This is an optimization exercise on Yosys and OpenROAD, whose aim is small area, not a production implementation. Only simulation tests tie the RTL to the original design; equivalence was not proved.

==> inputs of exp/pepper <==
## nuclear_top
module nuclear_top(
    input clk_100MHz,
    input reset,
    input [11:0] sw,
    output hsync,
    output vsync,
    output [11:0] rgb
);
    simple_nuclear_display display(
        .clk_100MHz(clk_100MHz),
        .reset(reset),
        .sw(sw),
        .hsync(hsync),
        .vsync(vsync),
        .rgb(rgb)
    );
endmodule
clock: 14.0 ns
lec_check: 0
abc_area: 1
cap_margin: 20
core_margin: 2
core_utilization: 40
slew_margin: 20
buffer_ports_args: -buffer_cell sky130_fd_sc_hd__buf_1
post_floorplan_tcl: /design/flow/flow/downsize.tcl
cts_args: -sink_clustering_enable -repair_clock_nets -dont_use_dummy_load
standard.sh (not shown) runs the stock make flow with config.mk's settings and CLKGATE_MAP_FILE= SYNTH_SCRIPT=/design/flow/synth_recipe.tcl, a recipe that flattens the netlist after the stock synthesis.
==> flow/flow/run.sh <==
#!/bin/bash
# Layout flow: the standard ORFS flow (standard.sh), with these changes:
#  - synthesis is the standard flow's script (synth_recipe.tcl) with only ABC's mapping script
#    replaced by flow/map.abc (area-oriented mapping, no buffering or upsizing);
#    the registers, their cells and names are the standard synthesis's: the standard
#    synthesis runs first, and flow/fixnames.py gives any register whose name yosys
#    numbered (rather than naming it after its net) the standard synthesis's name;
#  - port buffers of the smallest buffer cell (buf_1) instead of the default;
#  - after floorplan, every logic cell set to the smallest drive of its kind
#    (the design has ~8 ns of slack; later repair steps size up where needed);
#  - clock tree without dummy loads.
# Every tool's output is in orfs/logs/ (the standard synthesis's in std_logs/);
# make's own output in flow_*.log.
set -euo pipefail
here=$(pwd)
res=$here/orfs/results/$FLOW_PLATFORM/nuclear_top/base
# 1. the standard synthesis, for its register names
bash standard.sh synth > "$here/flow_std_synth.log" 2>&1
cp "$res/1_2_yosys.v" "$here/std_1_2_yosys.v"
cp -r "$here/orfs/logs" "$here/std_logs"
rm -rf "$here/orfs"
# 2. this flow's synthesis, names fixed to the standard ones
sed "s|@ABC_SCRIPT@|$here/flow/map.abc|" flow/synth_tmpl.tcl > "$here/flow_synth.tcl"
cat >> config.mk <<EOC
export BUFFER_PORTS_ARGS = -buffer_cell sky130_fd_sc_hd__buf_1
export POST_FLOORPLAN_TCL = $here/flow/downsize.tcl
export CTS_ARGS = -sink_clustering_enable -repair_clock_nets -dont_use_dummy_load
EOC
bash standard.sh "SYNTH_SCRIPT=$here/flow_synth.tcl" "$res/1_2_yosys.v" > "$here/flow_synth.log" 2>&1
python3 flow/fixnames.py "$here/std_1_2_yosys.v" "$res/1_2_yosys.v" > "$here/fixnames.log" 2>&1
# 3. the rest of the standard flow
bash standard.sh "SYNTH_SCRIPT=$here/flow_synth.tcl" finish > "$here/flow_make.log" 2>&1
==> flow/flow/downsize.tcl <==
# Set every non-sequential cell to the smallest-area drive strength of the same
# cell family (same name but the _N suffix), keeping its pins.
set ::dont_use_pats $::env(DONT_USE_CELLS)
proc is_dont_use {name} {
  foreach p $::dont_use_pats { if {[string match $p $name]} { return 1 } }
  return 0
}
set n 0
foreach inst [[ord::get_db_block] getInsts] {
  set m [$inst getMaster]
  set name [$m getName]
  if {![regexp {^(sky130_fd_sc_hd__[a-z0-9]+)_([0-9]+)$} $name -> base drive]} { continue }
  if {[regexp {df|dl|sdf|edf|conb|tap|fill|decap|clkbuf|clkinv|clkdly|dlygate|buf} $base]} { continue }
  set best $name
  set best_area [expr {[$m getWidth] * [$m getHeight]}]
  foreach d {0 1 2 4 6 8 12 16} {
    set cand ${base}_$d
    set cm [[ord::get_db] findMaster $cand]
    if {$cm == "NULL" || [is_dont_use $cand]} { continue }
    set a [expr {[$cm getWidth] * [$cm getHeight]}]
    if {$a < $best_area} { set best $cand; set best_area $a }
  }
  if {$best ne $name} {
    replace_cell [$inst getName] $best
    incr n
  }
}
puts "downsize: $n cells set to a smaller drive"
==> flow/flow/fixnames.py <==
# fixnames.py STANDARD.v MINE.v : give each register of MINE.v the instance name the
# standard synthesis (STANDARD.v) gave the register driving the same net. Yosys names a
# register after its net, except one it re-creates (an enable it adds, say), which gets a
# number that depends on the rest of the netlist; this keeps those names the standard ones.
import re, sys
std, mine = sys.argv[1], sys.argv[2]
inst_re = re.compile(r'^(\s*)(sky130_fd_sc_hd__\w+)\s+(\S+)\s*\((.*?)\);', re.S | re.M)
def flops(text):
    out = {}
    for m in inst_re.finditer(text):
        cell, name, body = m.group(2), m.group(3), m.group(4)
        if re.match(r'sky130_fd_sc_hd__(df|sdf|edf)', cell):
            q = re.search(r'\.Q\((.*?)\)', body, re.S)
            out[q.group(1).strip()] = (name, cell)
    return out
s_text, m_text = open(std).read(), open(mine).read()
sf, mf = flops(s_text), flops(m_text)
assert set(sf) == set(mf), "register sets differ"
names = set(m.group(3) for m in inst_re.finditer(m_text))
ren = {}
for q, (mname, mcell) in mf.items():
    sname, scell = sf[q]
    assert mcell == scell, f"cell type differs for {q}: {mcell} vs {scell}"
    if mname != sname:
        ren[mname] = sname
# names taken by other cells in mine that we need: move those cells aside
taken = {v for v in ren.values() if v in names and v not in ren}
k = 0
for t in taken:
    while f"_fix{k}_" in names: k += 1
    ren[t] = f"_fix{k}_"; k += 1
def sub(m):
    n = m.group(3)
    return m.group(0) if n not in ren else m.group(0).replace(n, ren[n], 1)
m_text = inst_re.sub(lambda m: m.group(1) + m.group(2) + ' ' + ren.get(m.group(3), m.group(3)) + ' (' + m.group(4) + ');', m_text)
open(mine, 'w').write(m_text)
print("fixnames: renamed", ren)
==> flow/flow/map.abc <==
strash
&get -n
&dch -f
&nf -R 1000
&put
topo
==> flow/flow/synth_tmpl.tcl <==
# The standard flow's synthesis script (synth_recipe.tcl) with ABC's mapping script replaced:
# the logic is mapped for area (amap) with no buffering or gate upsizing.
proc synth {args} { yosys synth -nofsm -noshare {*}$args }
proc abc {args} {
  set i [lsearch -exact $args -script]
  if {$i >= 0} { lset args [expr {$i + 1}] @ABC_SCRIPT@ }
  yosys abc {*}$args
}
source $::env(SCRIPTS_DIR)/synth.tcl
# left out here: clear keep_hierarchy, flatten, clean up, hide names made inside functions, write 1_2_yosys.v
==> exp/fjord (differences from exp/pepper) <==
==> flow/flow/run.sh (replaced) <==
#!/bin/bash
# Layout flow: the standard ORFS flow (standard.sh) unchanged, plus
#  - port buffers of the smallest buffer cell (buf_1) instead of the default,
#  - after floorplan, every logic cell set to the smallest drive of its kind
#    (the design has ~8 ns of slack; later repair steps size up where needed),
#  - clock tree without dummy loads, from small clock buffers.
set -euo pipefail
here=$(pwd)
cat >> config.mk <<EOC
export BUFFER_PORTS_ARGS = -buffer_cell sky130_fd_sc_hd__buf_1
export POST_FLOORPLAN_TCL = $here/flow/downsize.tcl
export CTS_ARGS = ${FLOW_CTS_ARGS:--sink_clustering_enable -repair_clock_nets -dont_use_dummy_load}
EOC
bash standard.sh finish > "$here/flow_make.log" 2>&1
--- a/flow/flow/downsize.tcl
+++ b/flow/flow/downsize.tcl
@@ -2,3 +2,3 @@
 # cell family (same name but the _N suffix), keeping its pins.
-set ::dont_use_pats $::env(DONT_USE_CELLS)
+set dont_use_pats $::env(DONT_USE_CELLS)
 proc is_dont_use {name} {
removed: flow/flow/fixnames.py
removed: flow/flow/map.abc
removed: flow/flow/synth_tmpl.tcl
==> summary of the runs <==
exp/pepper finished with timing, DRC and antenna clean. exp/fjord stopped in 2_1_floorplan.
In exp/pepper the synthesized cell count is smaller than in exp/fjord, by 20%.
In exp/pepper the synthesized area is smaller than in exp/fjord, by about 9%.

afterwards: timing with drivers on the ports:
How much do the figures lean on ideal ports? The routed layout below was timed once more, with nothing changed but the port constraints.
Step 1 sets driving cells, clkbuf_16 on the clock port and buf_2 on the other inputs (assumed; they add their load-dependent delay and slew).
Step 2, shift: input delay + t, output delay - t, t = (earliest + latest rising clock arrival at the registers) / 2. This alone moves slack from input paths to output paths.
Slacks: no drivers / after step 1 / after step 2; pairs: no drivers / after step 1.
run: exp/pepper
t, ns: 0.292
setup slack, ns: 7.448 / 7.420 / 7.712
worst setup path at the end: register to output
clock arrival spread, ns: 0.010 / 0.010
After both steps setup and hold are still met in exp/pepper. For exp/pepper, drivers alone change the setup slack by -0.028 ns; drivers and shift together by +0.264 ns.
